Background: an optimization exercise with open tools, aiming at small area. Do not read the settings as production practice.
RTL that was checked went through simulation tests only; none was proved equivalent to the original.
No functional check of the RTL was part of runs 3 to 8.
Power figures rest on the tool's default switching activity, not on a simulated workload.

==> flow/run.sh <==
#!/bin/bash
# synth_recipe.tcl (not shown) runs the flow's synth.tcl, then flattens the netlist and writes it again
# the make line also repeats each setting of config.mk as NAME=value (left out here)
make -C /OpenROAD-flow-scripts/flow DESIGN_CONFIG=/design/flow/config.mk WORK_HOME=/design/flow/orfs CLKGATE_MAP_FILE= SYNTH_SCRIPT=/design/flow/synth_recipe.tcl finish
==> flow/config.mk <==
export PLATFORM = sky130hd
export DESIGN_NAME = i2s_to_tdm
export DESIGN_NICKNAME = i2s_to_tdm
export VERILOG_FILES = /design/flow/design.v
export SDC_FILE = /design/flow/constraint.sdc
export NUM_CORES = 4
export LEC_CHECK = 0
export CAP_MARGIN = 20
export CORE_MARGIN = 2
export CORE_UTILIZATION = 40
export SLEW_MARGIN = 20
==> flow/constraint.sdc <==
create_clock -name core_clock -period 81.38 [get_ports {in_mclk}]
set_input_delay 16.2760 -clock core_clock [delete_from_list [all_inputs] [get_ports {in_mclk}]]
set_output_delay 16.2760 -clock core_clock [all_outputs]
set_load 0.01 [all_outputs]
==> flow/design.v <==
module i2s_rx
#(
	parameter G_BITS = 16
)(
	input wire in_mclk,
	input wire in_reset,
	input wire in_sclk,
	input wire in_fclk,
	input wire in_din,
	output logic [G_BITS-1 : 0] out_frame_left,
	output logic [G_BITS-1 : 0] out_frame_right,
	output logic out_frame_strobe
);
	logic [G_BITS-1 : 0] frame_left;
	logic [G_BITS-1 : 0] frame_right;
	logic sclk;
	logic fclk;
	logic din;
	logic sclk_q;
	logic fclk_internal;
	logic fclk_internal_q;
	enum logic [1:0] {IDLE, LEFT, RIGHT} state;
	int index;
	always_ff @ (posedge in_mclk) begin
		sclk <= in_sclk;
		fclk <= in_fclk;
		din <= in_din;
		out_frame_strobe <= 0;   
		sclk_q <= sclk;
		if (sclk_q == 0 && sclk == 1) begin
			fclk_internal <= fclk;
		end
		fclk_internal_q <= fclk_internal;
		if (state == IDLE) begin
			if (fclk_internal_q == 1 && fclk_internal == 0) begin
				index <= G_BITS;
				state <= LEFT;
			end
		end else if (state == LEFT) begin
			if (sclk_q == 0 && sclk == 1) begin
				if (index > 0) begin
					index <= index-1;
					frame_left[index-1] <= din;
				end
			end
			if (fclk_internal_q == 0 && fclk_internal == 1) begin
				index <= G_BITS;
				state <= RIGHT;
			end
		end else if (state == RIGHT) begin
			if (sclk_q == 0 && sclk == 1) begin
				if (index > 0) begin
					index <= index-1;
					frame_right[index-1] <= din;
				end
			end
			if (fclk_internal_q == 1 && fclk_internal == 0) begin
				index <= G_BITS;
				state <= LEFT;
				out_frame_left <= frame_left;
				out_frame_right <= frame_right;
				out_frame_strobe <= 1;
				frame_left <= 0;
				frame_right <= 0;
			end
		end
		if (in_reset) begin
			state <= IDLE;
			out_frame_left <= 0;
			out_frame_right <= 0;
			frame_left <= 0;
			frame_right <= 0;
			out_frame_strobe <= 0;
			sclk <= 0;
			fclk <= 0;
			sclk_q <= 0;
			fclk_internal <= 0;
			fclk_internal_q <= 0;
		end
	end
endmodule
module tdm_tx
#(
	parameter G_BITS = 16
)(
	input wire in_mclk,
	input wire in_reset,
	input wire [G_BITS-1 : 0] in_frame_1,
	input wire [G_BITS-1 : 0] in_frame_2,
	input wire in_frame_strobe,
	output logic out_sclk,
	output logic out_fclk,
	output logic out_dout
);
	logic [2*G_BITS-1 : 0] frame;
	logic sclk;
	logic sclk_q;
	logic frame_strobe_internal;
	logic [G_BITS-1 : 0] frame_1;
	logic [G_BITS-1 : 0] frame_2;
	always_ff @(posedge in_mclk) begin
		sclk <= ~sclk;
		out_sclk <= sclk;
		sclk_q <= sclk;
		if (in_frame_strobe == 1) begin
			frame_strobe_internal <= 1;
			frame_1 <= in_frame_1;
			frame_2 <= in_frame_2;
		end
		if (sclk_q == 1 && sclk == 0) begin
			if (frame_strobe_internal == 1) begin
				frame_strobe_internal <= 0;
				out_fclk <= 1;
				out_dout <= 0;
				frame <= {frame_1, frame_2};
			end else begin
				out_fclk <= 0;
				out_dout <= frame[2*G_BITS-1];
				frame <= frame << 1;
			end
		end
		if (in_reset) begin
			frame <= 0;
			sclk <= 0;
			sclk_q <= 0;
			out_fclk <= 0;
			out_sclk <= 0;
			out_dout <= 0;
			frame_strobe_internal <= 0;
		end
	end
endmodule
module i2s_to_tdm
#(
	parameter G_BITS = 16
)(
	input wire in_mclk,
	input wire in_reset,
	input wire in_sclk,
	input wire in_fclk,
	input wire in_din,
	output wire out_sclk,
	output wire out_fclk,
	output wire out_dout
);
	logic [G_BITS-1 : 0] frame_left;
	logic [G_BITS-1 : 0] frame_right;
	logic frame_strobe;
	i2s_rx
	#(
		.G_BITS(G_BITS)
	)
	i2s (
		.in_mclk(in_mclk),
		.in_reset(in_reset),
		.in_sclk(in_sclk),
		.in_fclk(in_fclk),
		.in_din(in_din),
		.out_frame_left(frame_left),
		.out_frame_right(frame_right),
		.out_frame_strobe(frame_strobe)
	);
	tdm_tx
	#(
		.G_BITS(G_BITS)
	)
	tdm (
		.in_mclk(in_mclk),
		.in_reset(in_reset),
		.in_frame_1(frame_left),
		.in_frame_2(frame_right),
		.in_frame_strobe(frame_strobe),
		.out_sclk(out_sclk),
		.out_fclk(out_fclk),
		.out_dout(out_dout)
	);
endmodule
==> results of run 1 <==
[metrics by stage]
step / power (mW) / cells / instance area, sq um / setup WS (ns) / util [%]
after detailed placement: 0.102 / 1359 / 9800 / 63.13 / 41.8
after CTS: 0.187 / 1391 / 10400 / 63.58 / 44.4
after global routing: 0.192 / 1392 / 10400 / 63.41 / 44.5
after global placement: 0.102 / 1359 / 9800 / 63.14 / 41.7
after floorplan: 0.0999 / 1104 / 9540 / 63.23 / -
final: 0.185 / 1392 / 10400 / 63.54 / 44.5
[routing by layer]
layer  share of wire (%)  vias up  track usage [%]
met5                   0        -                0
met4                 1.8        0             5.62
met3                 3.8       33             2.37
met2                  47      180             32.0
met1                  47     3696             26.0
li1                    -     3981                -
[worst max-delay path, stage by stage]
cell and delay (ns):
buf_2 0.14, nor3_2 0.86, and2_1 0.62, nand4_1 0.16
nand3_1 0.14
[layout make-up]
class,instances,area [sq um]
multi-input cells,832,5050
clock inverters,15,185
flip-flops and latches,174,4130
repair buffers,23,205
inverters,12,45.0
clock buffers,17,425
well taps,319,399
fillers,2317,13000
[path summary, 6_finish.rpt]
kind                    endpoint  cells past startpoint                    start
max            i2s.frame_left[7]                      5                 in_reset
min              tdm.frame_2[14]                      0  i2s.out_frame_right[14]
max reg2reg  i2s.frame_right[10]                     13             i2s.index[0]
min reg2reg      tdm.frame_2[14]                      0  i2s.out_frame_right[14]
[cell usage after synthesis, drive strengths merged, types with 33 or more instances]
master and number:
edfxtp 64, nor3 40, nand3 44, nand2 166
mux2i 36, nand4 33, a21oi 62, dfxtp 110
a211oi 36, nor2 84, xnor2 40, clkbuf 61
[logic make-up after synthesis]
kind of cell,Yosys count,share of synthesized area [%]
adders and majority gates,2,0.262
and+or+nand+nor,514,27.1
muxes,36,3.78
buffers and inverters,98,4.27
DFF,174,43.2
xor gates and xnor gates,56,5.14
AOI/OAI and AO/OA,224,16.2
[sequential cells by signal, indices dropped and copies added, names as in the netlist, 2 cells and up]
register / count
i2s.index: 32
tdm.frame: 32
i2s.frame_left: 16
i2s.frame_right: 16
i2s.out_frame_left: 16
i2s.out_frame_right: 16
tdm.frame_1: 16
tdm.frame_2: 16
i2s.state: 2
[report_power, final]
group          total (mW)  switching (mW)  internal, mW
Sequential         0.0925         0.00147        0.0910
Clock              0.0845          0.0423        0.0422
Combinational     0.00768         0.00486       0.00282
[cell usage in the layout, fill, tap and decap left out, types with 15 or more instances in the layout]
cell,count
nor3_1,39
edfxtp_1,64
nand2_1,166
xor2_1,16
and2_1,19
a211oi_1,36
xnor2_1,40
o21ai_0,26
buf_4,15
or3_1,21
or4_1,16
nand3_1,44
mux2i_1,36
a31o_2,19
nor2_1,83
dfxtp_1,109
nor4_1,23
a31oi_1,20
a21oi_1,61
nand4_1,33
clkbuf_16,17
==> flow_summary.json, run 1 <==
{
  "cp_max_fo": 18,
  "rows": 56,
  "pwr_density_cell_mw_per_mm2": 17.7,
  "maxSlewViolCount": 0,
  "clkLatencyLatePin_ns": 0.44,
  "seq_area_frac_synth_pct": 43.2,
  "clock_skew_ns": 0.0203,
  "avgSynthCellArea_sq_um": 8.65,
  "status": "no timing/DRC/antenna violations",
  "vdd_drop_max_v": 0.0000165,
  "yosys_register_bits": 174,
  "synth_edf_count": 64,
  "initial_utilization_pct": 40.7,
  "firstDrtPassIters": 5,
  "dieHeight_microns": 158,
  "cts_setup_buffers": 0,
  "hold_ws_ns": 0.433,
  "crit_path_end_kind": "flip-flop",
  "hp-class": "flip-flop to flip-flop",
  "timing.fmax_mhz": 56.1,
  "drive_gt1_share_pct": 8.67,
  "vias": 7890,
  "final-setup-viol-count": 0,
  "wl_per_cell_microns": 16.6,
  "final_net_count": 1067,
  "clock_path_buffers": 2,
  "maxSlewHeadroom_pct": 28.7,
  "numPortBuffers": 7,
  "synth_area_sq_mm": 0.00954,
  "yosysTopAreaCell": "dfxtp_1",
  "grt_pass1_vias": 7519,
  "die_area_sq_mm": 0.0251,
  "cts-root-buf": "clkbuf_16",
  "min_period_over_period_pct": 21.9,
  "cts_max_level": 4,
  "postRouteAntennaNets": 0,
  "synth_async_sr_flop_share_pct": 0,
  "crit_type": "input pin to flip-flop",
  "synthCells": 1104,
  "die_w_microns": 158,
  "antenna_cells": 0,
  "reg2reg_slack_ns": 75.34,
  "synth_area_leaders": "dfxtp_1, edfxtp_1, nand2_1",
  "viasPerCell": 5.67,
  "grt_pass1_wl_microns": 38900,
  "synth_flop_cell": "dfxtp_1",
  "gp_congestion": 0.869,
  "drc": 0,
  "fin_setup_tns_ns": 0,
  "cts_hold_buf": 0,
  "power_leakage_nw": 3.17,
  "ctsResizeCount": 0,
  "grt.overflow.total": 0,
  "area_growth_syn_to_layout_pct": 9.37,
  "required_ns": 81.75,
  "grt_max_degree": 80,
  "routed_wl_microns": 23100,
  "cts_num_sinks": 174,
  "fp.coreArea_sq_mm": 0.0235,
  "max-cap-violations": 0,
  "path_clk_slew_ns": 0.07,
  "cts_tree": "built",
  "startpoint_type": "input pin",
  "rsz0062_at_grt": "no",
  "cts_buffers": 17,
  "netlist.area_leader.share_pct": 23.1,
  "period_minus_slack_ns": 17.84,
  "ys_types": 74,
  "ys_warn_count": 2,
  "dp_hpwl_microns": 15400,
  "initialDrtViolationCount": 636,
  "io_pins": 8,
  "antenna_found_initial": 0,
  "hold_viol": 0,
  "grt_use_total_pct": 19.2,
  "tightest_slew_ns": 1.07,
  "arrival_ns": 18.21
}
==> run 2: changes to the inputs <==
==> flow/design.v (replaced) <==
module i2s_rx
#(
	parameter G_BITS = 16
)(
	input wire in_mclk,
	input wire in_reset,
	input wire in_sclk,
	input wire in_fclk,
	input wire in_din,
	output wire [2*G_BITS-1 : 0] out_data,
	output wire out_load,
	output reg  out_strobe
);
	reg sclk, sclk_q, fclk, din;
	reg fclk_int, fclk_int_q;
	reg active;
	reg [4:0] cnt;
	reg [G_BITS-1 : 0] left;
	reg [G_BITS-1 : 0] right;
	wire rise  = ~sclk_q & sclk;
	wire fedge = fclk_int ^ fclk_int_q;
	wire ffall = fclk_int_q & ~fclk_int;
	wire load  = active & ffall;
	wire wr    = rise & active & ~cnt[4];
	wire clr   = load | ~active;
	assign out_load = load;
	assign out_data = {left, right};
	integer k;
	always @(posedge in_mclk) begin
		sclk <= in_sclk & ~in_reset;
		sclk_q <= sclk;
		fclk <= in_fclk;
		din <= in_din;
		if (in_reset) begin
			fclk_int <= 1'b0;
			fclk_int_q <= 1'b0;
		end else begin
			if (rise)
				fclk_int <= fclk;
			fclk_int_q <= fclk_int;
		end
		active <= ~in_reset & (active | ffall);
		out_strobe <= ~in_reset & load;
		if (fedge)
			cnt <= 5'd0;
		else if (wr)
			cnt <= cnt + 5'd1;
		for (k = 0; k < G_BITS; k = k + 1) begin
			if (wr && cnt[3:0] == G_BITS-1-k) begin
				if (fclk_int_q)
					right[k] <= din;
				else
					left[k] <= din;
			end else if (clr) begin
				left[k] <= 1'b0;
				right[k] <= 1'b0;
			end
		end
	end
endmodule
module tdm_tx
#(
	parameter G_BITS = 16
)(
	input wire in_mclk,
	input wire in_reset,
	input wire [2*G_BITS-1 : 0] in_data,
	input wire in_load,
	input wire in_strobe,
	output reg out_sclk,
	output reg out_fclk,
	output reg out_dout
);
	reg [2*G_BITS-1 : 0] frame;
	reg sclk;
	reg pending;    
	reg zero;       
	reg saved;      
	wire fall = out_sclk;
	always @(posedge in_mclk) begin
		sclk <= ~in_reset & ~sclk;
		out_sclk <= ~in_reset & sclk;
		saved <= frame[2*G_BITS-1];
		if (in_load)
			frame <= in_data;
		else if (fall & ~pending & ~in_strobe)
			frame <= {frame[2*G_BITS-2 : 0], 1'b0};
		pending <= ~in_reset & (in_strobe | (pending & ~fall));
		zero <= in_reset | (zero & ~in_strobe);
		if (in_reset) begin
			out_fclk <= 1'b0;
			out_dout <= 1'b0;
		end else if (fall) begin
			out_fclk <= pending;
			out_dout <= ~pending & ~zero & (in_strobe ? saved : frame[2*G_BITS-1]);
		end
	end
endmodule
module i2s_to_tdm
#(
	parameter G_BITS = 16
)(
	input wire in_mclk,
	input wire in_reset,
	input wire in_sclk,
	input wire in_fclk,
	input wire in_din,
	output wire out_sclk,
	output wire out_fclk,
	output wire out_dout
);
	wire [2*G_BITS-1 : 0] data;
	wire load;
	wire strobe;
	i2s_rx
	#(
		.G_BITS(G_BITS)
	)
	i2s (
		.in_mclk(in_mclk),
		.in_reset(in_reset),
		.in_sclk(in_sclk),
		.in_fclk(in_fclk),
		.in_din(in_din),
		.out_data(data),
		.out_load(load),
		.out_strobe(strobe)
	);
	tdm_tx
	#(
		.G_BITS(G_BITS)
	)
	tdm (
		.in_mclk(in_mclk),
		.in_reset(in_reset),
		.in_data(data),
		.in_load(load),
		.in_strobe(strobe),
		.out_sclk(out_sclk),
		.out_fclk(out_fclk),
		.out_dout(out_dout)
	);
endmodule
==> flow_summary.json, run 2 <==
{
  "vdd_drop_max_v": 0.00000864,
  "die_w_microns": 98.7,
  "synth_edf_count": 64,
  "period_minus_slack_ns": 17.62,
  "pwr_density_cell_mw_per_mm2": 20.6,
  "io_pins": 8,
  "timing.fmax_mhz": 56.8,
  "min_to": "i2s.sclk_q",
  "grt_max_degree": 34,
  "drive_gt1_share_pct": 19.1,
  "internal-power_uw": 64.5,
  "multiInputGateArea_sq_mm": 0.00115,
  "crit_type": "flip-flop to primary output",
  "synth_flop_cell": "edfxtp_1",
  "path_clk_slew_ns": 0.08,
  "cts_setup_buffers": 0,
  "clock_path_buffers": 2,
  "reg_top3": "tdm.frame x32, i2s.left x16, i2s.right x16",
  "mostFrequentLayoutCells": "edfxtp_1, a31oi_1, mux2_2, nor2_1, dfxtp_1",
  "arrival_ns": 1.34,
  "wl_per_cell_microns": 16.5,
  "die_area_sq_mm": 0.00974,
  "grt_pass1_vias": 2047,
  "cts_num_sinks": 84,
  "grt.overflow.total": 0,
  "reg2reg_slack_ns": 79.07,
  "required_ns": 65.10,
  "power_leakage_nw": 1.41,
  "cts_buffers": 9,
  "finalPower_uw": 80.8,
  "netlist.area_leader.share_pct": 53.6,
  "worst-path-buf-inv": 1,
  "synth_async_sr_flop_share_pct": 0,
  "crit_slowest_cell": "clkdlybuf4s50_1",
  "area_growth_syn_to_layout_pct": 9.42,
  "fp.coreArea_sq_mm": 0.00872,
  "rsz0062_at_grt": "no",
  "postRouteAntennaNets": 0,
  "layout_commonest_cell": "edfxtp_1",
  "initialDrtViolationCount": 94,
  "firstDrtPassIters": 5,
  "place_ws_ns": 64.13,
  "tightest_slew_ns": 0.715,
  "numPortBuffers": 7,
  "final.fill_count": 776,
  "seq_area_sq_mm": 0.00232,
  "clkLatencyLatePin_ns": 0.35,
  "gp_congestion": 0.773,
  "rr_worst_depth": 5,
  "maxSlewViolCount": 0,
  "maxSlewHeadroom_pct": 52.3,
  "hold_viol": 0,
  "ys_top_cells_by_count": "edfxtp_1, a31oi_1, mux2_2",
  "min_period_over_period_pct": 21.6,
  "worstHoldStart": "i2s.sclk",
  "holdPathStages": 0,
  "power_switching_uw": 16.3,
  "cts-root-buf": "clkbuf_8",
  "grt_use_total_pct": 14.0,
  "r2r-start": "i2s.fclk_int_q",
  "synth_top_family_by_area": "multiplexers",
  "fin_setup_tns_ns": 0,
  "clock_skew_ns": 0.00828,
  "synth_compound_area_share_pct": 7.78,
  "rows": 34,
  "seq_area_frac_synth_pct": 64.7,
  "yosys.area_share.simple_pct": 8.75,
  "cts_tree": "built",
  "worst_slack_ns": 63.76,
  "vias": 2043,
  "initial_utilization_pct": 41.1,
  "top_register": "tdm.frame",
  "power_frac_clock_pct": 36.9,
  "synth.area.mux_share_pct": 13.1,
  "cts_hold_buf": 0,
  "grt_pass1_wl_microns": 10300,
  "ys_types": 29,
  "crit_path_end_kind": "primary output",
  "seqPwrFrac_pct": 59.4,
  "largest_reg_flops": 32,
  "hp-class": "flip-flop to flip-flop",
  "synthXorXnorAreaFrac_pct": 0.244,
  "ys_warn_count": 2,
  "cp_cell_sequence": "clkdlybuf4s50_1",
  "synthCells": 265,
  "dieHeight_microns": 98.7,
  "crit_family": "buffers and inverters",
  "avgSynthCellArea_sq_um": 13.5,
  "p_comb_share_pct": 3.8,
  "dp_hpwl_microns": 4070,
  "final-setup-viol-count": 0,
  "startpoint_type": "flip-flop",
  "viasPerCell": 5.38,
  "max-cap-violations": 0,
  "cpPeakStageDelay_ns": 0.58,
  "layout.cells.non_filler": 380,
  "drc": 0,
  "routed_wl_microns": 6290,
  "final_net_count": 278,
  "antenna_cells": 0,
  "antenna_found_initial": 0,
  "status": "no timing/DRC/antenna violations",
  "r2r-end": "tdm.frame[0]",
  "yosys_register_bits": 84,
  "synth_area_leaders": "edfxtp_1, dfxtp_1, mux2_2",
  "cp_max_fo": 5,
  "fin_area_sq_mm": 0.00393,
  "yosysTopAreaCell": "edfxtp_1",
  "yosys.area_share.adder_pct": 2.09,
  "synth_area_sq_mm": 0.00359,
  "switching_share_pct": 20.2,
  "ctsResizeCount": 0,
  "postPlaceCellArea_sq_mm": 0.00371,
  "cts_max_level": 3,
  "yosys.cell_count.top_type": "edfxtp_1",
  "dp_cells": 364
}
[run 2: changes by cell type in the layout (fill, tap and decap cells not counted), moves of 21 or more]
cell,before,now
nor4_1,23,0
mux2i_1,36,12
dfxtp_1,109,20
nand4_1,33,1
a21oi_1,61,1
nor3_1,39,0
mux2_2,0,31
nor2_1,83,25
or3_1,21,0
o21ai_0,26,0
a211oi_1,36,0
nand3_1,44,1
xnor2_1,40,1
nand2_1,166,12
[run 2: layout make-up]
class                           instances  area share, %
Tap cell                              108           3.44
Sequential cell                        84           59.2
Clock inverter                          3          0.383
Timing Repair Buffer                    9           2.17
Multi-Input combinational cell        157           29.3
Clock buffer                           13           4.97
Inverter                                6          0.574
[run 2: routing by layer]
metal	share of wire [%]	wire length (microns)	vias to the layer above	global-route usage, %
met5	0	0	-	0
met4	2.2	136	0	8.01
met3	6.4	400	12	3.48
met2	48	3020	57	21.8
met1	43	2730	983	18.0
li1	-	-	991	-
[run 2: kinds of logic (layout without fill, tap and decap cells)]
| family | after synthesis | in the layout |
|---|---|---|
| simple gates | 63 | 63 |
| fa+ha+maj | 6 | 6 |
| xor+xnor | 1 | 1 |
| buf+inv | 24 | 31 |
| mux | 43 | 43 |
| compound gates | 44 | 44 |
| flops | 84 | 84 |
[run 2: through the flow]
stage / hold WS (ns) / utilization, %
2_1_floorplan: 0.347 / -
3_3_place_gp: 0.374 / 42.6
3_5_place_dp: 0.365 / 42.6
4_1_cts: 0.400 / 45.0
5_1_grt: 0.406 / 45.0
6_report: 0.395 / 45.0
[run 2: power groups by stage]
stage | combinational, mW | sequential (mW) | clock, mW
6_report | 0.00303 | 0.0480 | 0.0298
5_1_grt | 0.00339 | 0.0481 | 0.0324
3_5_place_dp | 0.00304 | 0.0489 | 0
2_1_floorplan | 0.00221 | 0.0487 | 0
4_1_cts | 0.00306 | 0.0480 | 0.0307
3_3_place_gp | 0.00299 | 0.0489 | 0
[run 2: worst max path at each step]
stage          endpoint         start  depth (start not counted)
3_3_place_gp   tdm.zero      in_reset                          2
6_report       out_sclk  tdm.out_sclk                          1
5_1_grt        out_sclk  tdm.out_sclk                          1
4_1_cts        out_sclk  tdm.out_sclk                          1
3_5_place_dp   out_sclk  tdm.out_sclk                          1
2_1_floorplan  tdm.zero      in_reset                          2
==> run 3: changes to the inputs <==
--- a/flow/design.v
+++ b/flow/design.v
@@ -15,16 +15,19 @@
 	reg fclk_int, fclk_int_q;
 	reg active;
 	reg [4:0] cnt;
-	reg [G_BITS-1 : 0] left;
-	reg [G_BITS-1 : 0] right;
+	reg [2*G_BITS-1 : 0] data;    
 	wire rise  = ~sclk_q & sclk;
 	wire fedge = fclk_int ^ fclk_int_q;
 	wire ffall = fclk_int_q & ~fclk_int;
 	wire load  = active & ffall;
 	wire wr    = rise & active & ~cnt[4];
-	wire clr   = load | ~active;
-	assign out_load = load;
-	assign out_data = {left, right};
+	wire clr   = out_strobe | ~active | in_reset;
+	wire hand  = out_strobe | ~active;
+	assign out_load = hand;
+	assign out_data = data;
+	wire [2*G_BITS-1 : 0] sel = {{(2*G_BITS-1){1'b0}}, wr} << {~fclk_int_q, ~cnt[3:0]};
+	wire [2*G_BITS-1 : 0] we = sel | {(2*G_BITS){clr}};
+	wire wd = din & wr;
 	integer k;
 	always @(posedge in_mclk) begin
 		sclk <= in_sclk & ~in_reset;
@@ -45,17 +48,9 @@
 			cnt <= 5'd0;
 		else if (wr)
 			cnt <= cnt + 5'd1;
-		for (k = 0; k < G_BITS; k = k + 1) begin
-			if (wr && cnt[3:0] == G_BITS-1-k) begin
-				if (fclk_int_q)
-					right[k] <= din;
-				else
-					left[k] <= din;
-			end else if (clr) begin
-				left[k] <= 1'b0;
-				right[k] <= 1'b0;
-			end
-		end
+		for (k = 0; k < 2*G_BITS; k = k + 1)
+			if (we[k])
+				data[k] <= (k == 2*G_BITS-1) ? wd : wd & ~clr;
 	end
 endmodule
 module tdm_tx
@@ -74,25 +69,21 @@
 	reg [2*G_BITS-1 : 0] frame;
 	reg sclk;
 	reg pending;    
-	reg zero;       
-	reg saved;      
 	wire fall = out_sclk;
 	always @(posedge in_mclk) begin
 		sclk <= ~in_reset & ~sclk;
 		out_sclk <= ~in_reset & sclk;
-		saved <= frame[2*G_BITS-1];
 		if (in_load)
 			frame <= in_data;
-		else if (fall & ~pending & ~in_strobe)
+		else if (fall & ~pending)
 			frame <= {frame[2*G_BITS-2 : 0], 1'b0};
 		pending <= ~in_reset & (in_strobe | (pending & ~fall));
-		zero <= in_reset | (zero & ~in_strobe);
 		if (in_reset) begin
 			out_fclk <= 1'b0;
 			out_dout <= 1'b0;
 		end else if (fall) begin
 			out_fclk <= pending;
-			out_dout <= ~pending & ~zero & (in_strobe ? saved : frame[2*G_BITS-1]);
+			out_dout <= ~pending & frame[2*G_BITS-1];
 		end
 	end
 endmodule
--- a/flow/config.mk
+++ b/flow/config.mk
@@ -8,4 +8,6 @@
 export CAP_MARGIN = 20
 export CORE_MARGIN = 2
 export CORE_UTILIZATION = 40
+export CTS_CLUSTER_DIAMETER = 500
+export CTS_CLUSTER_SIZE = 100
 export SLEW_MARGIN = 20
==> flow_summary.json, run 3 <==
{
  "status": "no timing/DRC/antenna violations",
  "synth_top_family_by_area": "multiplexers",
  "layout_commonest_cell": "edfxtp_1",
  "yosys.area_share.adder_pct": 0.769,
  "grt_max_degree": 35,
  "rr_worst_depth": 4,
  "r2r-end": "i2s.data[7]",
  "ys_types": 29,
  "cts_max_level": 3,
  "cts_buffers": 9,
  "min_period_over_period_pct": 22.3,
  "crit_type": "input pin to flip-flop",
  "cts_num_sinks": 82,
  "initialDrtViolationCount": 87,
  "timing.fmax_mhz": 55.1,
  "power_switching_uw": 15.4,
  "synth_async_sr_flop_share_pct": 0,
  "initial_utilization_pct": 41.7,
  "avgSynthCellArea_sq_um": 15.1,
  "cts_hold_buf": 0,
  "rsz0062_at_grt": "no",
  "grt.overflow.total": 0,
  "r2r-start": "i2s.active",
  "period_minus_slack_ns": 18.14,
  "hp-class": "flip-flop to flip-flop",
  "final_net_count": 232,
  "reg_top3": "i2s.data x32, tdm.frame x32, i2s.cnt x5",
  "final-setup-viol-count": 0,
  "min_to": "i2s.sclk_q",
  "worstHoldStart": "i2s.sclk",
  "ys_warn_count": 2,
  "startpoint": "in_reset",
  "internal-power_uw": 61.1,
  "switching_share_pct": 20.1,
  "hold_viol": 0,
  "seqPwrFrac_pct": 60.9,
  "io_pins": 8,
  "holdPathStages": 0,
  "yosysTopAreaCell": "edfxtp_1",
  "startpoint_type": "input pin",
  "routed_wl_microns": 4690,
  "vdd_drop_max_v": 0.00000983,
  "synth_flop_cell": "edfxtp_1",
  "area_growth_syn_to_layout_pct": 9.61,
  "synth_edf_count": 64,
  "synth.area.mux_share_pct": 12.3,
  "tightest_slew_ns": 0.864,
  "power_frac_clock_pct": 36.4,
  "yosys.cell_count.top_type": "edfxtp_1",
  "grt_pass1_vias": 1564,
  "synth_area_leaders": "edfxtp_1, dfxtp_1, mux2_2",
  "reg2reg_slack_ns": 78.99,
  "seq_area_frac_synth_pct": 70.1,
  "yosys_register_bits": 82,
  "viasPerCell": 4.99,
  "maxSlewViolCount": 0,
  "max-cap-violations": 0,
  "pwr_density_cell_mw_per_mm2": 21.4,
  "synthCells": 215,
  "arrival_ns": 18.15,
  "utilization_pct": 45.7,
  "cts_setup_buffers": 0,
  "firstDrtPassIters": 4,
  "cts-root-buf": "clkbuf_8",
  "netlist.area_leader.share_pct": 59.0,
  "rows": 32,
  "yosys.area_share.simple_pct": 8.34,
  "crit_path_end_kind": "flip-flop",
  "die_area_sq_mm": 0.00888,
  "antenna_found_initial": 0,
  "wl_per_cell_microns": 14.1,
  "clock_path_buffers": 2,
  "grt_pass1_wl_microns": 7890,
  "clkLatencyLatePin_ns": 0.34,
  "vias": 1656,
  "synth_compound_area_share_pct": 5.53,
  "antenna_cells": 0,
  "dieHeight_microns": 94.2,
  "fp.coreArea_sq_mm": 0.00781,
  "maxSlewHeadroom_pct": 42.4,
  "cpPeakStageDelay_ns": 0.75,
  "crit_slowest_cell": "and2_1",
  "dp_hpwl_microns": 2750,
  "gp_congestion": 0.697,
  "ctsResizeCount": 0,
  "clock_skew_ns": 0.0121,
  "numPortBuffers": 7,
  "cp_cell_sequence": "clkdlybuf4s50_1, and2b_4, and2_1",
  "mostFrequentLayoutCells": "edfxtp_1, mux2_2, o21ai_0, dfxtp_1, o21ai_1",
  "synth_area_sq_mm": 0.00326,
  "cp_max_fo": 33,
  "die_w_microns": 94.2,
  "p_comb_share_pct": 2.7,
  "drive_gt1_share_pct": 20.9,
  "synthXorXnorAreaFrac_pct": 0.269,
  "ys_top_cells_by_count": "edfxtp_1, mux2_2, o21ai_0",
  "required_ns": 81.40,
  "postRouteAntennaNets": 0,
  "path_clk_slew_ns": 0.07,
  "fin_setup_tns_ns": 0,
  "grt_use_total_pct": 12.0,
  "cts_tree": "built",
  "drc": 0,
  "power_leakage_nw": 1.39
}
==> run 3: worst max path at each step <==
| stage | to | slack (ns) | depth (start not counted) |
|---|---|---|---|
| 3_5_place_dp | i2s.data[10] | 62.86 | 3 |
| 6_report | i2s.data[7] | 63.24 | 3 |
| 4_1_cts | i2s.data[7] | 63.21 | 3 |
| 3_3_place_gp | i2s.data[10] | 62.91 | 3 |
| 5_1_grt | i2s.data[7] | 63.03 | 3 |
| 2_1_floorplan | i2s.data[0] | 64.10 | 2 |
==> run 3: area by class of cell <==
class                      instances  area [sq um]
tap                              102           128
sequential                        82          2280
multi-input combinational        121           888
fill                             726          4240
inverter                           2          7.51
clock buffer                      12           135
timing repair buffer               9          85.1
clock inverter                     4          42.5
==> run 3: worst max-delay path, delay by kind of cell <==
kind	cells	cell delay (ns)
and+or+nand+nor	2	1.27
buffers and inverters	1	0.59
==> run 3: power by group through the flow <==
stage	sequential, mW	clock (mW)	combinational, mW
2_1_floorplan	0.0474	0	0.00164
3_3_place_gp	0.0475	0	0.00205
3_5_place_dp	0.0475	0	0.00208
4_1_cts	0.0466	0.0285	0.00208
5_1_grt	0.0468	0.0303	0.00230
6_report	0.0466	0.0279	0.00203
==> run 3: layer usage <==
metal  vias to the layer above  part of all wire (%)  wire length [microns]  track usage, %
li1                        822                     -                      -               -
met1                       799                    51                   2400            18.0
met2                        29                    44                   2060            15.7
met3                         6                   3.3                    155            3.13
met4                         0                   1.7                     79            6.64
met5                         -                     0                      0               0
==> run 3: per-stage QoR <==
stage | setup WS [ns] | cells | power [mW] | cell area [sq um] | hold WS [ns]
after floorplan | 64.10 | 215 | 0.0490 | 3260 | 0.364
after global placement | 62.91 | 316 | 0.0496 | 3390 | 0.376
after detailed placement | 62.86 | 316 | 0.0496 | 3390 | 0.383
after CTS | 63.21 | 332 | 0.0772 | 3570 | 0.397
after global routing | 63.03 | 332 | 0.0794 | 3570 | 0.414
final | 63.24 | 332 | 0.0765 | 3570 | 0.394
==> run 3: cells by family after synthesis <==
logic type	count (synthesis)
XOR/XNOR	1
buffers and inverters	12
adder cells (fa/ha/maj)	2
flip-flops	82
multiplexers	36
AND/OR/NAND/NOR	46
AO/OA/AOI/OAI	36
==> run 4: changes to the inputs <==
--- a/flow/config.mk
+++ b/flow/config.mk
@@ -8,6 +8,7 @@
 export CAP_MARGIN = 20
 export CORE_MARGIN = 2
 export CORE_UTILIZATION = 40
+export CTS_BUF_LIST = sky130_fd_sc_hd__clkbuf_8
 export CTS_CLUSTER_DIAMETER = 500
 export CTS_CLUSTER_SIZE = 100
 export SLEW_MARGIN = 20
==> flow_summary.json, run 4 <==
{
  "yosysTopAreaCell": "edfxtp_1",
  "initialDrtViolationCount": 85,
  "clock_path_buffers": 2,
  "fin_setup_tns_ns": 0,
  "required_ns": 81.40,
  "startpoint_type": "input pin",
  "synth_area_sq_mm": 0.00326,
  "initial_utilization_pct": 41.7,
  "cpPeakStageDelay_ns": 0.75,
  "wl_per_cell_microns": 14.1,
  "final_net_count": 232,
  "synth_async_sr_flop_share_pct": 0,
  "viasPerCell": 4.98,
  "firstDrtPassIters": 4,
  "maxSlewHeadroom_pct": 42.4,
  "ctsResizeCount": 0,
  "mostFrequentLayoutCells": "edfxtp_1, mux2_2, o21ai_0, dfxtp_1, o21ai_1",
  "grt_pass1_vias": 1564,
  "io_pins": 8,
  "routed_wl_microns": 4680,
  "tightest_slew_ns": 0.864,
  "fp.coreArea_sq_mm": 0.00781,
  "finalPower_uw": 76.1,
  "cts_buffers": 9,
  "die_area_sq_mm": 0.00888,
  "seq_area_frac_synth_pct": 70.1,
  "crit_slowest_cell": "and2_1",
  "layout_commonest_cell": "edfxtp_1",
  "clock_skew_ns": 0.0119,
  "synth_flop_cell": "edfxtp_1",
  "crit_type": "input pin to flip-flop",
  "dp_hpwl_microns": 2750,
  "vias": 1652,
  "clkLatencyLatePin_ns": 0.34,
  "hold_viol": 0,
  "max-cap-violations": 0,
  "grt_max_degree": 35,
  "timing.fmax_mhz": 55.1,
  "avgSynthCellArea_sq_um": 15.1,
  "min_period_over_period_pct": 22.3,
  "power_leakage_nw": 1.40,
  "synth_area_leaders": "edfxtp_1, dfxtp_1, mux2_2",
  "place_ws_ns": 62.86,
  "cts_setup_buffers": 0,
  "antenna_found_initial": 0,
  "worst-path-buf-inv": 1,
  "cp_cell_sequence": "clkdlybuf4s50_1, and2b_4, and2_1",
  "reg_top3": "i2s.data x32, tdm.frame x32, i2s.cnt x5",
  "pwr_density_cell_mw_per_mm2": 21.3,
  "rsz0062_at_grt": "no",
  "postRouteAntennaNets": 0,
  "grt.overflow.total": 0,
  "maxSlewViolCount": 0,
  "grt_use_total_pct": 12.0,
  "drc": 0,
  "arrival_ns": 18.15,
  "numPortBuffers": 7,
  "cts_num_sinks": 82,
  "dieHeight_microns": 94.2,
  "drive_gt1_share_pct": 20.9,
  "status": "no timing/DRC/antenna violations",
  "final-setup-viol-count": 0,
  "crit_path_end_kind": "flip-flop",
  "area_growth_syn_to_layout_pct": 9.61,
  "grt_pass1_wl_microns": 7890,
  "rows": 32,
  "yosys_register_bits": 82,
  "vdd_drop_max_v": 0.00000983,
  "ys_warn_count": 2,
  "ys_top_cells_by_count": "edfxtp_1, mux2_2, o21ai_0",
  "yosys.cell_count.top_type": "edfxtp_1",
  "worst_slack_ns": 63.25,
  "cts-root-buf": "clkbuf_8",
  "period_minus_slack_ns": 18.13,
  "cts_tree": "built",
  "ys_types": 29,
  "die_w_microns": 94.2,
  "netlist.area_leader.share_pct": 59.0,
  "cts_hold_buf": 0,
  "gp_congestion": 0.697,
  "hold_ws_ns": 0.394,
  "synth_edf_count": 64,
  "synthCells": 215,
  "cp_max_fo": 33,
  "antenna_cells": 0,
  "hp-class": "flip-flop to flip-flop",
  "cts_max_level": 3,
  "path_clk_slew_ns": 0.07,
  "crit_family": "simple AND/OR/NAND/NOR gates"
}
## run 4: cell counts after synthesis
Identical to the previous run, type by type.
## run 4: path summary, 6_finish.rpt
path / from / end / slack (ns) / cells after the start
min: i2s.sclk / i2s.sclk_q / 0.39 / 0
max reg2reg: i2s.active / i2s.data[7] / 78.99 / 4
min reg2reg: i2s.sclk / i2s.sclk_q / 0.39 / 0
max: in_reset / i2s.data[7] / 63.25 / 3
## run 4: through the flow
step	util, %	area (sq um)	std cells
floorplan	-	3260	215
CTS	45.7	3570	332
detailed placement	43.4	3390	316
global placement	43.4	3390	316
finish	45.7	3570	332
global route	45.7	3570	332
## run 4: worst reg2reg max path: stages (launching register included)
cell and delay (ns):
dfxtp_1 0.39, nor2b_2 0.16, buf_4 0.36, and2b_4 0.40, and2_1 0.75
## run 4: report_power, final
group | total [mW] | switching [mW] | leakage (nW) | internal (mW)
sequential | 0.0466 | 0.000510 | 0.927 | 0.0461
clock | 0.0275 | 0.0139 | 0.102 | 0.0136
combinational | 0.00203 | 0.00102 | 0.372 | 0.00102
total | 0.0761 | 0.0154 | 1.40 | 0.0607
## run 4: cell type report
type | instances | area, sq um
Multi-Input combinational cell | 121 | 888
Clock buffer | 9 | 124
Sequential cell | 82 | 2280
Fill cell | 726 | 4240
Clock inverter | 7 | 53.8
Timing Repair Buffer | 9 | 85.1
Tap cell | 102 | 128
Inverter | 2 | 7.51
## run 4: routing by layer
metal	up-vias	part of all wire, %	global-route usage [%]	routed length [microns]
met4	0	2.1	6.64	100
li1	824	-	-	-
met3	8	3.7	3.13	173
met1	788	51	18.0	2370
met2	32	43	15.7	2030
met5	-	0	0	0
## run 4: cells by family after synthesis
group,after synthesis,synth area share (%)
buf+inv,12,2.73
fa+ha+maj,2,0.769
mux,36,12.3
compound gates,36,5.53
flops,82,70.1
xor+xnor,1,0.269
simple gates,46,8.34
==> run 5: changes to the inputs <==
==> flow/flow/run.sh (new file) <==
#!/bin/bash
# Own flow: the standard layout (unchanged synthesis, floorplan, power grid
# and tap cells), with these changes:
#  - clock tree synthesis without dummy loads,
#  - port buffers of the smallest buffer,
#  - the buffers ABC put in during synthesis removed before placement.
# Every tool's output goes to the ORFS logs under orfs/logs; make's own
# output goes to standard.log here.
set -euo pipefail
export CTS_ARGS="-sink_clustering_enable -repair_clock_nets -dont_use_dummy_load"
export BUFFER_PORTS_ARGS="-buffer_cell sky130_fd_sc_hd__buf_1"
export REMOVE_ABC_BUFFERS=1
bash standard.sh "CTS_ARGS=$CTS_ARGS" "BUFFER_PORTS_ARGS=$BUFFER_PORTS_ARGS" \
	"REMOVE_ABC_BUFFERS=$REMOVE_ABC_BUFFERS" finish > standard.log 2>&1
==> flow/standard.sh (new file) <==
#!/bin/bash
# synth_recipe.tcl (not shown) runs the flow's synth.tcl, then flattens the netlist and writes it again
# the make line also repeats each setting of config.mk as NAME=value (left out here)
make -C /OpenROAD-flow-scripts/flow DESIGN_CONFIG=/design/flow/config.mk WORK_HOME=/design/flow/orfs CLKGATE_MAP_FILE= SYNTH_SCRIPT=/design/flow/synth_recipe.tcl "${@:-finish}"
--- a/flow/config.mk
+++ b/flow/config.mk
@@ -8,7 +8,4 @@
 export CAP_MARGIN = 20
 export CORE_MARGIN = 2
 export CORE_UTILIZATION = 40
-export CTS_BUF_LIST = sky130_fd_sc_hd__clkbuf_8
-export CTS_CLUSTER_DIAMETER = 500
-export CTS_CLUSTER_SIZE = 100
 export SLEW_MARGIN = 20
removed: flow/run.sh
==> flow_summary.json, run 5 <==
{
  "status": "no timing/DRC/antenna violations",
  "io_pins": 8,
  "ctsResizeCount": 0,
  "power_leakage_nw": 1.35,
  "rows": 32,
  "hp-class": "flip-flop to flip-flop",
  "r2r-start": "i2s.active",
  "seq_area_sq_mm": 0.00228,
  "grt_max_degree": 35,
  "final_net_count": 232,
  "die_w_microns": 94.2,
  "synthCells": 215,
  "required_ns": 81.39,
  "maxSlewHeadroom_pct": 41.0,
  "arrival_ns": 17.75,
  "place_ws_ns": 63.25,
  "grt.overflow.total": 0,
  "cp_cell_sequence": "buf_1, and2b_4, and2_1",
  "area_growth_syn_to_layout_pct": 6.61,
  "rsz0062_at_grt": "no",
  "cts-root-buf": "clkbuf_8",
  "antenna_found_initial": 0,
  "dp_hpwl_microns": 2870,
  "grt_pass1_wl_microns": 7960,
  "avgSynthCellArea_sq_um": 15.1,
  "yosys_register_bits": 82,
  "cts_setup_buffers": 0,
  "layout_commonest_cell": "edfxtp_1",
  "synth_flop_cell": "edfxtp_1",
  "crit_path_end_kind": "flip-flop",
  "synth_area_sq_mm": 0.00326,
  "dp_cells": 316,
  "cts_tree": "built",
  "initialDrtViolationCount": 77,
  "ys_top_cells_by_count": "edfxtp_1, mux2_2, o21ai_0",
  "worst_slack_ns": 63.64,
  "vdd_drop_max_v": 0.00000954,
  "period_minus_slack_ns": 17.74,
  "multiInputGateArea_sq_um": 888,
  "maxSlewViolCount": 0,
  "synth_async_sr_flop_share_pct": 0,
  "rr_worst_depth": 4,
  "grt_pass1_vias": 1611,
  "reg2reg_slack_ns": 78.94,
  "final.fill_count": 722,
  "min_to": "i2s.sclk_q",
  "vias": 1647,
  "antenna_cells": 0,
  "cts_buffers": 9,
  "numPortBuffers": 7,
  "cp_max_fo": 33,
  "synth_area_leaders": "edfxtp_1, dfxtp_1, mux2_2",
  "tightest_slew_ns": 0.885,
  "gp_congestion": 0.720,
  "path_clk_slew_ns": 0.06,
  "layout.cells.non_filler": 325,
  "dieHeight_microns": 94.2,
  "final-setup-viol-count": 0,
  "startpoint_type": "input pin",
  "ys_types": 29,
  "grt_use_total_pct": 12.3,
  "routed_wl_microns": 4650,
  "seq_area_frac_synth_pct": 70.1,
  "viasPerCell": 5.07,
  "ys_warn_count": 2,
  "wl_per_cell_microns": 14.3,
  "fp.coreArea_sq_mm": 0.00781,
  "synth_edf_count": 64,
  "clock_path_buffers": 2,
  "min_period_over_period_pct": 21.8,
  "max-cap-violations": 0,
  "clock_skew_ns": 0.0128,
  "finalPower_uw": 70.5,
  "initial_utilization_pct": 41.7,
  "crit_type": "input pin to flip-flop",
  "drive_gt1_share_pct": 20.6,
  "cpPeakStageDelay_ns": 0.76,
  "reg_top3": "i2s.data x32, tdm.frame x32, i2s.cnt x5",
  "cts_num_sinks": 82,
  "die_area_sq_mm": 0.00888,
  "cts_max_level": 3,
  "netlist.area_leader.share_pct": 59.0,
  "yosys.cell_count.top_type": "edfxtp_1",
  "r2r-end": "i2s.data[5]",
  "drc": 0,
  "postRouteAntennaNets": 0,
  "worstHoldStart": "i2s.sclk",
  "pwr_density_cell_mw_per_mm2": 20.3,
  "holdPathStages": 0,
  "cts_hold_buf": 0,
  "clkLatencyLatePin_ns": 0.34,
  "timing.fmax_mhz": 56.4,
  "crit_slowest_cell": "and2_1",
  "yosysTopAreaCell": "edfxtp_1",
  "hold_viol": 0,
  "firstDrtPassIters": 4,
  "fin_setup_tns_ns": 0,
  "mostFrequentLayoutCells": "edfxtp_1, mux2_2, o21ai_0, dfxtp_1, o21ai_1"
}
[run 5: cell counts after synthesis]
No cell type changed its count.
[run 5: kinds of logic (layout without fill, tap and decap cells)]
group	Yosys count	after routing	synth area share, %
AO/OA/AOI/OAI	36	36	5.53
flip-flops	82	82	70.1
buffers and inverters	12	20	2.73
multiplexers	36	36	12.3
AND/OR/NAND/NOR	46	46	8.34
XOR/XNOR	1	1	0.269
adder cells (fa/ha/maj)	2	2	0.769
[run 5: how the worst max path moves through the flow]
stage / startpoint / to / cells after the start
global placement: in_reset / i2s.data[10] / 3
CTS: in_reset / i2s.data[0] / 3
finish: in_reset / i2s.data[5] / 3
floorplan: in_reset / i2s.data[0] / 2
global route: in_reset / i2s.data[5] / 3
detailed placement: in_reset / i2s.data[17] / 3
[run 5: worst max-delay path: cells and delay by family]
kind,cells,cell delay [ns]
AND/OR/NAND/NOR,2,1.25
buffers and inverters,1,0.20
[run 5: metal layers]
layer	vias up	wire length, microns	GRT usage (%)
li1	814	-	-
met1	804	2270	16.3
met2	21	2120	18.0
met3	8	145	2.65
met4	0	119	8.33
met5	-	0	0
[run 5: area by class of cell]
cell class | count | area share (%)
Sequential cell | 82 | 65.8
Clock buffer | 9 | 3.57
Tap cell | 102 | 3.68
Timing Repair Buffer | 9 | 1.19
Inverter | 2 | 0.216
Multi-Input combinational cell | 121 | 25.6
[run 5: metrics by stage]
step | area [sq um] | util (%) | hold slack [ns]
2_1_floorplan | 3170 | - | 0.364
3_3_place_gp | 3350 | 42.9 | 0.380
3_5_place_dp | 3350 | 42.9 | 0.386
4_1_cts | 3470 | 44.5 | 0.389
5_1_grt | 3470 | 44.5 | 0.405
6_report | 3470 | 44.5 | 0.395
[run 5: power by group]
part           total, mW  leakage (nW)  switching (mW)  internal (mW)
logic            0.00188         0.354         0.00103       0.000856
registers         0.0466         0.927        0.000509         0.0461
clock network     0.0220        0.0647          0.0121        0.00989
==> run 6: changes to the inputs <==
--- a/flow/flow/run.sh
+++ b/flow/flow/run.sh
@@ -7,7 +7,7 @@
 # Every tool's output goes to the ORFS logs under orfs/logs; make's own
 # output goes to standard.log here.
 set -euo pipefail
-export CTS_ARGS="-sink_clustering_enable -repair_clock_nets -dont_use_dummy_load"
+export CTS_ARGS="-sink_clustering_enable -repair_clock_nets -dont_use_dummy_load -sink_clustering_size 100 -sink_clustering_max_diameter 1000 -buf_list sky130_fd_sc_hd__clkbuf_16"
 export BUFFER_PORTS_ARGS="-buffer_cell sky130_fd_sc_hd__buf_1"
 export REMOVE_ABC_BUFFERS=1
 bash standard.sh "CTS_ARGS=$CTS_ARGS" "BUFFER_PORTS_ARGS=$BUFFER_PORTS_ARGS" \
==> flow_summary.json, run 6 <==
{
  "seq_area_frac_synth_pct": 70.1,
  "synth_async_sr_flop_share_pct": 0,
  "fin_setup_tns_ns": 0,
  "power_frac_clock_pct": 40.1,
  "internal-power_uw": 66.4,
  "antenna_cells": 0,
  "worstHoldStart": "i2s.sclk",
  "clkLatencyLatePin_ns": 0.32,
  "power_leakage_nw": 1.39,
  "cts_num_sinks": 82,
  "reg_top3": "i2s.data x32, tdm.frame x32, i2s.cnt x5",
  "timing.fmax_mhz": 56.3,
  "dp_cells": 316,
  "numPortBuffers": 7,
  "period_minus_slack_ns": 17.76,
  "holdPathStages": 0,
  "final_net_count": 232,
  "mostFrequentLayoutCells": "edfxtp_1, mux2_2, o21ai_0, dfxtp_1, o21ai_1",
  "clock_skew_ns": 0.0107,
  "rsz0062_at_grt": "no",
  "multiInputGateArea_sq_um": 888,
  "final.fill_count": 711,
  "layout_commonest_cell": "edfxtp_1",
  "layout.cells.non_filler": 325,
  "grt_pass1_vias": 1616,
  "initial_utilization_pct": 41.7,
  "cp_max_fo": 33,
  "reg2reg_slack_ns": 78.94,
  "yosys_register_bits": 82,
  "required_ns": 81.37,
  "rows": 32,
  "cts_max_level": 3,
  "final-setup-viol-count": 0,
  "status": "no timing/DRC/antenna violations",
  "max-cap-violations": 0,
  "startpoint_type": "input pin",
  "gp_congestion": 0.720,
  "ctsResizeCount": 0,
  "p_comb_share_pct": 2.3,
  "grt.overflow.total": 0,
  "crit_type": "input pin to flip-flop",
  "drive_gt1_share_pct": 20.6,
  "yosysTopAreaCell": "edfxtp_1",
  "grt_pass1_wl_microns": 8010,
  "min_period_over_period_pct": 21.8,
  "synth_flop_cell": "edfxtp_1",
  "tightest_slew_ns": 0.886,
  "ys_warn_count": 2,
  "rr_worst_depth": 4,
  "io_pins": 8,
  "seq_area_sq_mm": 0.00228,
  "dieHeight_microns": 94.2,
  "crit_path_end_kind": "flip-flop",
  "startpoint": "in_reset",
  "switching_share_pct": 18.1,
  "area_growth_syn_to_layout_pct": 9.72,
  "synth_edf_count": 64,
  "wl_per_cell_microns": 14.4,
  "maxSlewViolCount": 0,
  "die_w_microns": 94.2,
  "r2r-start": "i2s.active",
  "yosys.cell_count.top_type": "edfxtp_1",
  "finalPower_uw": 81.1,
  "min_to": "i2s.sclk_q",
  "r2r-end": "i2s.data[0]",
  "fp.coreArea_sq_mm": 0.00781,
  "pwr_density_cell_mw_per_mm2": 22.7,
  "seqPwrFrac_pct": 57.6,
  "cts-root-buf": "clkbuf_16",
  "path_clk_slew_ns": 0.05,
  "avgSynthCellArea_sq_um": 15.1,
  "synth_area_leaders": "edfxtp_1, dfxtp_1, mux2_2",
  "hp-class": "flip-flop to flip-flop",
  "vias": 1645,
  "hold_viol": 0,
  "firstDrtPassIters": 4,
  "synth_area_sq_mm": 0.00326,
  "cts_setup_buffers": 0,
  "netlist.area_leader.share_pct": 59.0,
  "drc": 0,
  "grt_use_total_pct": 12.3,
  "viasPerCell": 5.06,
  "ys_types": 29,
  "postRouteAntennaNets": 0,
  "vdd_drop_max_v": 0.0000102,
  "routed_wl_microns": 4670,
  "cts_tree": "built",
  "die_area_sq_mm": 0.00888,
  "ys_top_cells_by_count": "edfxtp_1, mux2_2, o21ai_0",
  "antenna_found_initial": 0,
  "dp_hpwl_microns": 2870,
  "synthCells": 215,
  "grt_max_degree": 35,
  "cts_hold_buf": 0,
  "cts_buffers": 9,
  "arrival_ns": 17.75,
  "initialDrtViolationCount": 53,
  "clock_path_buffers": 2,
  "maxSlewHeadroom_pct": 41.0,
  "power_switching_uw": 14.7
}
run 6: cell families (layout without fill, tap and decap cells):
family                   count (synthesis)  after routing  share of synthesized area [%]
flip-flops                              82             82                           70.1
AND/OR/NAND/NOR                         46             46                           8.34
AO/OA/AOI/OAI                           36             36                           5.53
multiplexers                            36             36                           12.3
buffers and inverters                   12             20                           2.73
adder cells (fa/ha/maj)                  2              2                          0.769
XOR/XNOR                                 1              1                          0.269
run 6: layer usage:
metal	wire length (microns)	track usage, %	up-vias
met5	0	0	-
met4	118	8.33	0
met3	112	2.89	9
met2	2130	18.0	24
met1	2310	16.3	791
li1	-	-	821
run 6: area by class of cell:
type                       count  share of cell area (%)
inverter                       2                   0.210
tap                          102                    3.57
clock buffer                   9                    6.30
multi-input combinational    121                    24.9
sequential                    82                    63.9
timing repair buffer           9                    1.16
run 6: critical path, stage by stage:
cell	delay, ns
buf_1	0.20
and2b_4	0.49
and2_1	0.76
run 6: power groups by stage:
stage          clock [mW]  sequential [mW]  combinational (mW)
2_1_floorplan           0           0.0474             0.00141
3_3_place_gp            0           0.0475             0.00188
3_5_place_dp            0           0.0476             0.00193
4_1_cts            0.0337           0.0467             0.00193
5_1_grt            0.0352           0.0468             0.00215
6_report           0.0325           0.0467             0.00189
run 6: metrics by stage:
stage	hold WS [ns]	setup slack [ns]	util [%]	area, sq um
global placement	0.380	63.32	42.9	3350
CTS	0.387	63.58	45.8	3570
detailed placement	0.386	63.25	42.9	3350
finish	0.392	63.62	45.8	3570
floorplan	0.364	63.95	-	3170
global route	0.403	63.36	45.8	3570
run 6: worst max path at each step:
| stage | to | slack [ns] | cells past startpoint |
|---|---|---|---|
| detailed placement | i2s.data[17] | 63.25 | 3 |
| finish | i2s.data[0] | 63.62 | 3 |
| global route | i2s.data[0] | 63.36 | 3 |
| floorplan | i2s.data[0] | 63.95 | 2 |
| global placement | i2s.data[10] | 63.32 | 3 |
| CTS | i2s.data[0] | 63.58 | 3 |
==> run 7: changes to the inputs <==
--- a/flow/flow/run.sh
+++ b/flow/flow/run.sh
@@ -7,7 +7,7 @@
 # Every tool's output goes to the ORFS logs under orfs/logs; make's own
 # output goes to standard.log here.
 set -euo pipefail
-export CTS_ARGS="-sink_clustering_enable -repair_clock_nets -dont_use_dummy_load -sink_clustering_size 100 -sink_clustering_max_diameter 1000 -buf_list sky130_fd_sc_hd__clkbuf_16"
+export CTS_ARGS="-sink_clustering_enable -repair_clock_nets -dont_use_dummy_load -buf_list sky130_fd_sc_hd__clkbuf_4 -root_buf sky130_fd_sc_hd__clkbuf_4"
 export BUFFER_PORTS_ARGS="-buffer_cell sky130_fd_sc_hd__buf_1"
 export REMOVE_ABC_BUFFERS=1
 bash standard.sh "CTS_ARGS=$CTS_ARGS" "BUFFER_PORTS_ARGS=$BUFFER_PORTS_ARGS" \
==> flow_summary.json, run 7 <==
{
  "status": "no timing/DRC/antenna violations",
  "min_period_over_period_pct": 21.7,
  "rows": 32,
  "maxSlewViolCount": 0,
  "hold_viol": 0,
  "clock_path_buffers": 2,
  "arrival_ns": 17.76,
  "r2r-start": "i2s.active",
  "rsz0062_at_grt": "no",
  "drive_gt1_share_pct": 20.6,
  "gp_congestion": 0.720,
  "required_ns": 81.45,
  "mostFrequentLayoutCells": "edfxtp_1, mux2_2, o21ai_0, dfxtp_1, o21ai_1",
  "synth_async_sr_flop_share_pct": 0,
  "ys_warn_count": 2,
  "yosys_register_bits": 82,
  "synthCells": 215,
  "synth_area_sq_mm": 0.00326,
  "startpoint_type": "input pin",
  "vias": 1648,
  "dp_cells": 316,
  "max-cap-violations": 0,
  "r2r-end": "i2s.data[0]",
  "cts_hold_buf": 0,
  "postRouteAntennaNets": 0,
  "crit_path_end_kind": "flip-flop",
  "cts-root-buf": "clkbuf_4",
  "dp_hpwl_microns": 2870,
  "dieHeight_microns": 94.2,
  "grt_use_total_pct": 12.2,
  "grt_pass1_wl_microns": 7910,
  "grt_pass1_vias": 1611,
  "clkLatencyLatePin_ns": 0.41,
  "pwr_density_cell_mw_per_mm2": 19.1,
  "path_clk_slew_ns": 0.10,
  "fin_setup_tns_ns": 0,
  "cts_tree": "built",
  "clock_skew_ns": 0.0264,
  "period_minus_slack_ns": 17.69,
  "area_growth_syn_to_layout_pct": 4.88,
  "min_to": "i2s.sclk_q",
  "netlist.area_leader.share_pct": 59.0,
  "avgSynthCellArea_sq_um": 15.1,
  "die_w_microns": 94.2,
  "maxSlewHeadroom_pct": 40.1,
  "timing.fmax_mhz": 56.5,
  "yosys.cell_count.top_type": "edfxtp_1",
  "die_area_sq_mm": 0.00888,
  "final-setup-viol-count": 0,
  "drc": 0,
  "holdPathStages": 0,
  "numPortBuffers": 7,
  "ctsResizeCount": 0,
  "routed_wl_microns": 4680,
  "cts_num_sinks": 82,
  "wl_per_cell_microns": 14.4,
  "cts_setup_buffers": 0,
  "power_leakage_nw": 1.32,
  "layout.cells.non_filler": 325,
  "crit_type": "input pin to flip-flop",
  "io_pins": 8,
  "layout_commonest_cell": "edfxtp_1",
  "viasPerCell": 5.07,
  "tightest_slew_ns": 0.899,
  "seq_area_frac_synth_pct": 70.1,
  "yosysTopAreaCell": "edfxtp_1",
  "vdd_drop_max_v": 0.00000852,
  "cts_buffers": 9,
  "antenna_found_initial": 0,
  "antenna_cells": 0,
  "grt_max_degree": 35,
  "cts_max_level": 3,
  "rr_worst_depth": 4,
  "synth_flop_cell": "edfxtp_1",
  "reg2reg_slack_ns": 78.90,
  "initialDrtViolationCount": 66,
  "worstHoldStart": "i2s.sclk",
  "fp.coreArea_sq_mm": 0.00781,
  "hp-class": "flip-flop to flip-flop",
  "firstDrtPassIters": 4,
  "synth_edf_count": 64,
  "final_net_count": 232,
  "startpoint": "in_reset",
  "grt.overflow.total": 0,
  "initial_utilization_pct": 41.7,
  "ys_top_cells_by_count": "edfxtp_1, mux2_2, o21ai_0",
  "hold_ws_ns": 0.399,
  "synth_area_leaders": "edfxtp_1, dfxtp_1, mux2_2",
  "ys_types": 29,
  "reg_top3": "i2s.data x32, tdm.frame x32, i2s.cnt x5",
  "cp_max_fo": 33
}
-- run 7: cell counts after synthesis --
Identical to the previous run, type by type.
-- run 7: how the worst max path moves through the flow --
stage                    to  depth (start not counted)
4_1_cts         i2s.data[0]                          3
3_3_place_gp   i2s.data[10]                          3
3_5_place_dp   i2s.data[17]                          3
2_1_floorplan   i2s.data[0]                          2
6_report        i2s.data[0]                          3
5_1_grt         i2s.data[0]                          3
-- run 7: critical path, cell delays in order --
cell and delay (ns):
buf_1 0.20, and2b_4 0.49, and2_1 0.77
-- run 7: final cells by class --
| class | count | area (sq um) |
|---|---|---|
| inverters | 2 | 7.51 |
| flip-flops and latches | 82 | 2280 |
| repair buffers | 9 | 41.3 |
| fillers | 733 | 4390 |
| multi-input cells | 121 | 888 |
| well taps | 102 | 128 |
| clock buffers | 9 | 67.6 |
-- run 7: stage by stage --
step           setup slack [ns]  instance area (sq um)  util [%]  power, mW
2_1_floorplan             63.95                   3170         -     0.0488
3_5_place_dp              63.25                   3350      42.9     0.0495
5_1_grt                   63.45                   3410      43.7     0.0679
4_1_cts                   63.67                   3410      43.7     0.0660
6_report                  63.69                   3410      43.7     0.0651
3_3_place_gp              63.32                   3350      42.9     0.0494
-- run 7: power by group --
group | internal [mW] | switching, mW
Combinational | 0.000856 | 0.00103
Clock | 0.00516 | 0.0115
Sequential | 0.0461 | 0.000508
-- run 7: logic make-up (layout without fill, tap and decap cells) --
| kind of cell | after synthesis | in the layout | share of synthesized area (%) |
|---|---|---|---|
| AO/OA/AOI/OAI | 36 | 36 | 5.53 |
| multiplexers | 36 | 36 | 12.3 |
| buffers and inverters | 12 | 20 | 2.73 |
| AND/OR/NAND/NOR | 46 | 46 | 8.34 |
| XOR/XNOR | 1 | 1 | 0.269 |
| adder cells (fa/ha/maj) | 2 | 2 | 0.769 |
| flip-flops | 82 | 82 | 70.1 |
-- run 7: metal layers --
| layer | part of all wire [%] | GRT usage, % |
|---|---|---|
| met1 | 49 | 16.2 |
| met2 | 45 | 17.9 |
| met3 | 2.7 | 2.65 |
| met4 | 2.9 | 7.97 |
| met5 | 0 | 0 |
==> run 8: changes to the inputs <==
--- a/flow/flow/run.sh
+++ b/flow/flow/run.sh
@@ -7,7 +7,7 @@
 # Every tool's output goes to the ORFS logs under orfs/logs; make's own
 # output goes to standard.log here.
 set -euo pipefail
-export CTS_ARGS="-sink_clustering_enable -repair_clock_nets -dont_use_dummy_load -buf_list sky130_fd_sc_hd__clkbuf_4 -root_buf sky130_fd_sc_hd__clkbuf_4"
+export CTS_ARGS="-sink_clustering_enable -repair_clock_nets -dont_use_dummy_load -buf_list sky130_fd_sc_hd__clkbuf_4 -root_buf sky130_fd_sc_hd__clkbuf_4 -sink_clustering_size 8"
 export BUFFER_PORTS_ARGS="-buffer_cell sky130_fd_sc_hd__buf_1"
 export REMOVE_ABC_BUFFERS=1
 bash standard.sh "CTS_ARGS=$CTS_ARGS" "BUFFER_PORTS_ARGS=$BUFFER_PORTS_ARGS" \
==> flow_summary.json, run 8 <==
{
  "antenna_cells": 0,
  "grt_pass1_vias": 1611,
  "ys_types": 29,
  "grt_use_total_pct": 12.2,
  "status": "no timing/DRC/antenna violations",
  "startpoint_type": "input pin",
  "viasPerCell": 5.07,
  "maxSlewViolCount": 0,
  "clkLatencyLatePin_ns": 0.41,
  "mostFrequentLayoutCells": "edfxtp_1, mux2_2, o21ai_0, dfxtp_1, o21ai_1",
  "wl_met1_microns": 2320,
  "rsz0062_at_grt": "no",
  "dieHeight_microns": 94.2,
  "postRouteAntennaNets": 0,
  "hold_viol": 0,
  "max-cap-violations": 0,
  "grt_pass1_wl_microns": 7910,
  "io_pins": 8,
  "path_clk_slew_ns": 0.10,
  "period_minus_slack_ns": 17.69,
  "initial_utilization_pct": 41.7,
  "holdPathStages": 0,
  "seq_area_frac_synth_pct": 70.1,
  "grt.overflow.total": 0,
  "vdd_drop_max_v": 0.00000852,
  "layout_commonest_cell": "edfxtp_1",
  "arrival_ns": 17.76,
  "hp-class": "flip-flop to flip-flop",
  "final.fill_count": 733,
  "clock_skew_ns": 0.0264,
  "cts_num_sinks": 82,
  "clock_path_buffers": 2,
  "yosysTopAreaCell": "edfxtp_1",
  "netlist.area_leader.share_pct": 59.0,
  "synth_area_leaders": "edfxtp_1, dfxtp_1, mux2_2",
  "routed.top_layer": "met4",
  "ys_warn_count": 2,
  "firstDrtPassIters": 4,
  "cts_tree": "built",
  "numPortBuffers": 7,
  "maxSlewHeadroom_pct": 40.1,
  "crit_type": "input pin to flip-flop",
  "final_net_count": 232,
  "fin_setup_tns_ns": 0,
  "cts_setup_buffers": 0,
  "crit_path_end_kind": "flip-flop",
  "synth_edf_count": 64,
  "avgSynthCellArea_sq_um": 15.1,
  "ys_top_cells_by_count": "edfxtp_1, mux2_2, o21ai_0",
  "synth_flop_cell": "edfxtp_1",
  "yosys.cell_count.top_type": "edfxtp_1",
  "die_w_microns": 94.2,
  "cts_max_level": 3,
  "pwr_density_cell_mw_per_mm2": 19.1,
  "antenna_found_initial": 0,
  "postPlaceCellArea_sq_mm": 0.00335,
  "tightest_slew_ns": 0.899,
  "synthCells": 215,
  "synth_area_sq_mm": 0.00326,
  "required_ns": 81.45,
  "cts_buffers": 9,
  "routed-wl-met3_microns": 125,
  "place_ws_ns": 63.25,
  "fin_area_sq_mm": 0.00341,
  "initialDrtViolationCount": 66,
  "synth_async_sr_flop_share_pct": 0,
  "wl_met2_microns": 2100,
  "yosys_register_bits": 82,
  "cts_hold_buf": 0,
  "ctsResizeCount": 0,
  "rows": 32,
  "cts-root-buf": "clkbuf_4",
  "reg_top3": "i2s.data x32, tdm.frame x32, i2s.cnt x5",
  "min_period_over_period_pct": 21.7,
  "dp_hpwl_microns": 2870,
  "fp.coreArea_sq_mm": 0.00781,
  "cp_max_fo": 33,
  "drive_gt1_share_pct": 20.6,
  "vias": 1648,
  "wl_per_cell_microns": 14.4,
  "grt_max_degree": 35,
  "drc": 0,
  "gp_congestion": 0.720,
  "final-setup-viol-count": 0,
  "power_leakage_nw": 1.32,
  "worst_slack_ns": 63.69,
  "timing.fmax_mhz": 56.5,
  "die_area_sq_mm": 0.00888,
  "area_growth_syn_to_layout_pct": 4.88,
  "finalPower_uw": 65.1,
  "rr_worst_depth": 4,
  "routed_wl_microns": 4680
}
run 8: cell counts after synthesis:
Identical to the previous run, type by type.
run 8: power breakdown:
part	internal, mW	leakage [nW]	switching (mW)
logic	0.000856	0.354	0.00103
registers	0.0461	0.927	0.000508
clock network	0.00516	0.0414	0.0115
run 8: routing by layer:
layer,GRT usage [%],vias to the layer above
li1,-,820
met1,16.2,796
met2,17.9,20
met3,2.65,12
met4,7.97,0
met5,0,-
run 8: logic make-up (layout without fill, tap and decap cells):
| kind of cell | after synthesis | in the layout | synth area share, % |
|---|---|---|---|
| compound gates | 36 | 36 | 5.53 |
| xor+xnor | 1 | 1 | 0.269 |
| fa+ha+maj | 2 | 2 | 0.769 |
| buf+inv | 12 | 20 | 2.73 |
| flops | 82 | 82 | 70.1 |
| mux | 36 | 36 | 12.3 |
| simple gates | 46 | 46 | 8.34 |
run 8: stage by stage:
step	hold WS, ns	instances	util [%]
4_1_cts	0.394	325	43.7
5_1_grt	0.411	325	43.7
6_report	0.399	325	43.7
3_3_place_gp	0.380	316	42.9
3_5_place_dp	0.386	316	42.9
2_1_floorplan	0.364	205	-
run 8: worst max-delay path, cell delays in order:
cell and delay (ns):
buf_1 0.20, and2b_4 0.49, and2_1 0.77
run 8: final timing paths:
kind | to | from | slack (ns)
max | i2s.data[0] | in_reset | 63.69
min | i2s.sclk_q | i2s.sclk | 0.40
max reg2reg | i2s.data[0] | i2s.active | 78.90
min reg2reg | i2s.sclk_q | i2s.sclk | 0.40
run 8: area by class of cell:
| type | count | area, sq um | share of cell area [%] |
|---|---|---|---|
| well taps | 102 | 128 | 3.74 |
| inverters | 2 | 7.51 | 0.220 |
| multi-input cells | 121 | 888 | 26.0 |
| clock buffers | 9 | 67.6 | 1.98 |
| repair buffers | 9 | 41.3 | 1.21 |
| flip-flops and latches | 82 | 2280 | 66.8 |

## what the ideal ports hide
No port has a modelled driver above. Below, the same layouts with a new extraction and two added sets of constraints. Step 1 (the two cells are an assumption about what drives the block):
set clk [get_ports {in_mclk}]
set_driving_cell -lib_cell sky130_fd_sc_hd__clkbuf_16 $clk
set_driving_cell -lib_cell sky130_fd_sc_hd__buf_2 [delete_from_list [all_inputs] $clk]
Step 2 also shifts input and output timing later by t, the mid clock arrival at the registers, as if the neighbouring blocks saw the same clock. Slacks: no drivers / after step 1 / after step 2; pairs: no drivers / after step 1.
run	t (ns)	slack for setup (ns)	worst register clock-pin slew, ns
run 1	0.478	63.544 / 63.565 / 63.087	0.08 / 0.08
run 2	0.377	63.762 / 63.730 / 64.107	0.08 / 0.08
run 3	0.366	63.244 / 63.251 / 62.885	0.09 / 0.09
run 4	0.365	63.246 / 63.253 / 62.888	0.09 / 0.09
run 5	0.363	63.644 / 63.651 / 63.288	0.08 / 0.08
run 6	0.352	63.623 / 63.634 / 63.282	0.06 / 0.06
run 7	0.425	63.691 / 63.695 / 63.270	0.12 / 0.12
run 8	0.425	63.691 / 63.695 / 63.270	0.12 / 0.12
After both steps every run listed still meets setup and hold. The setup slack of run 1, which loses most, moves by +0.021 ns with the drivers and by -0.457 ns with both steps.
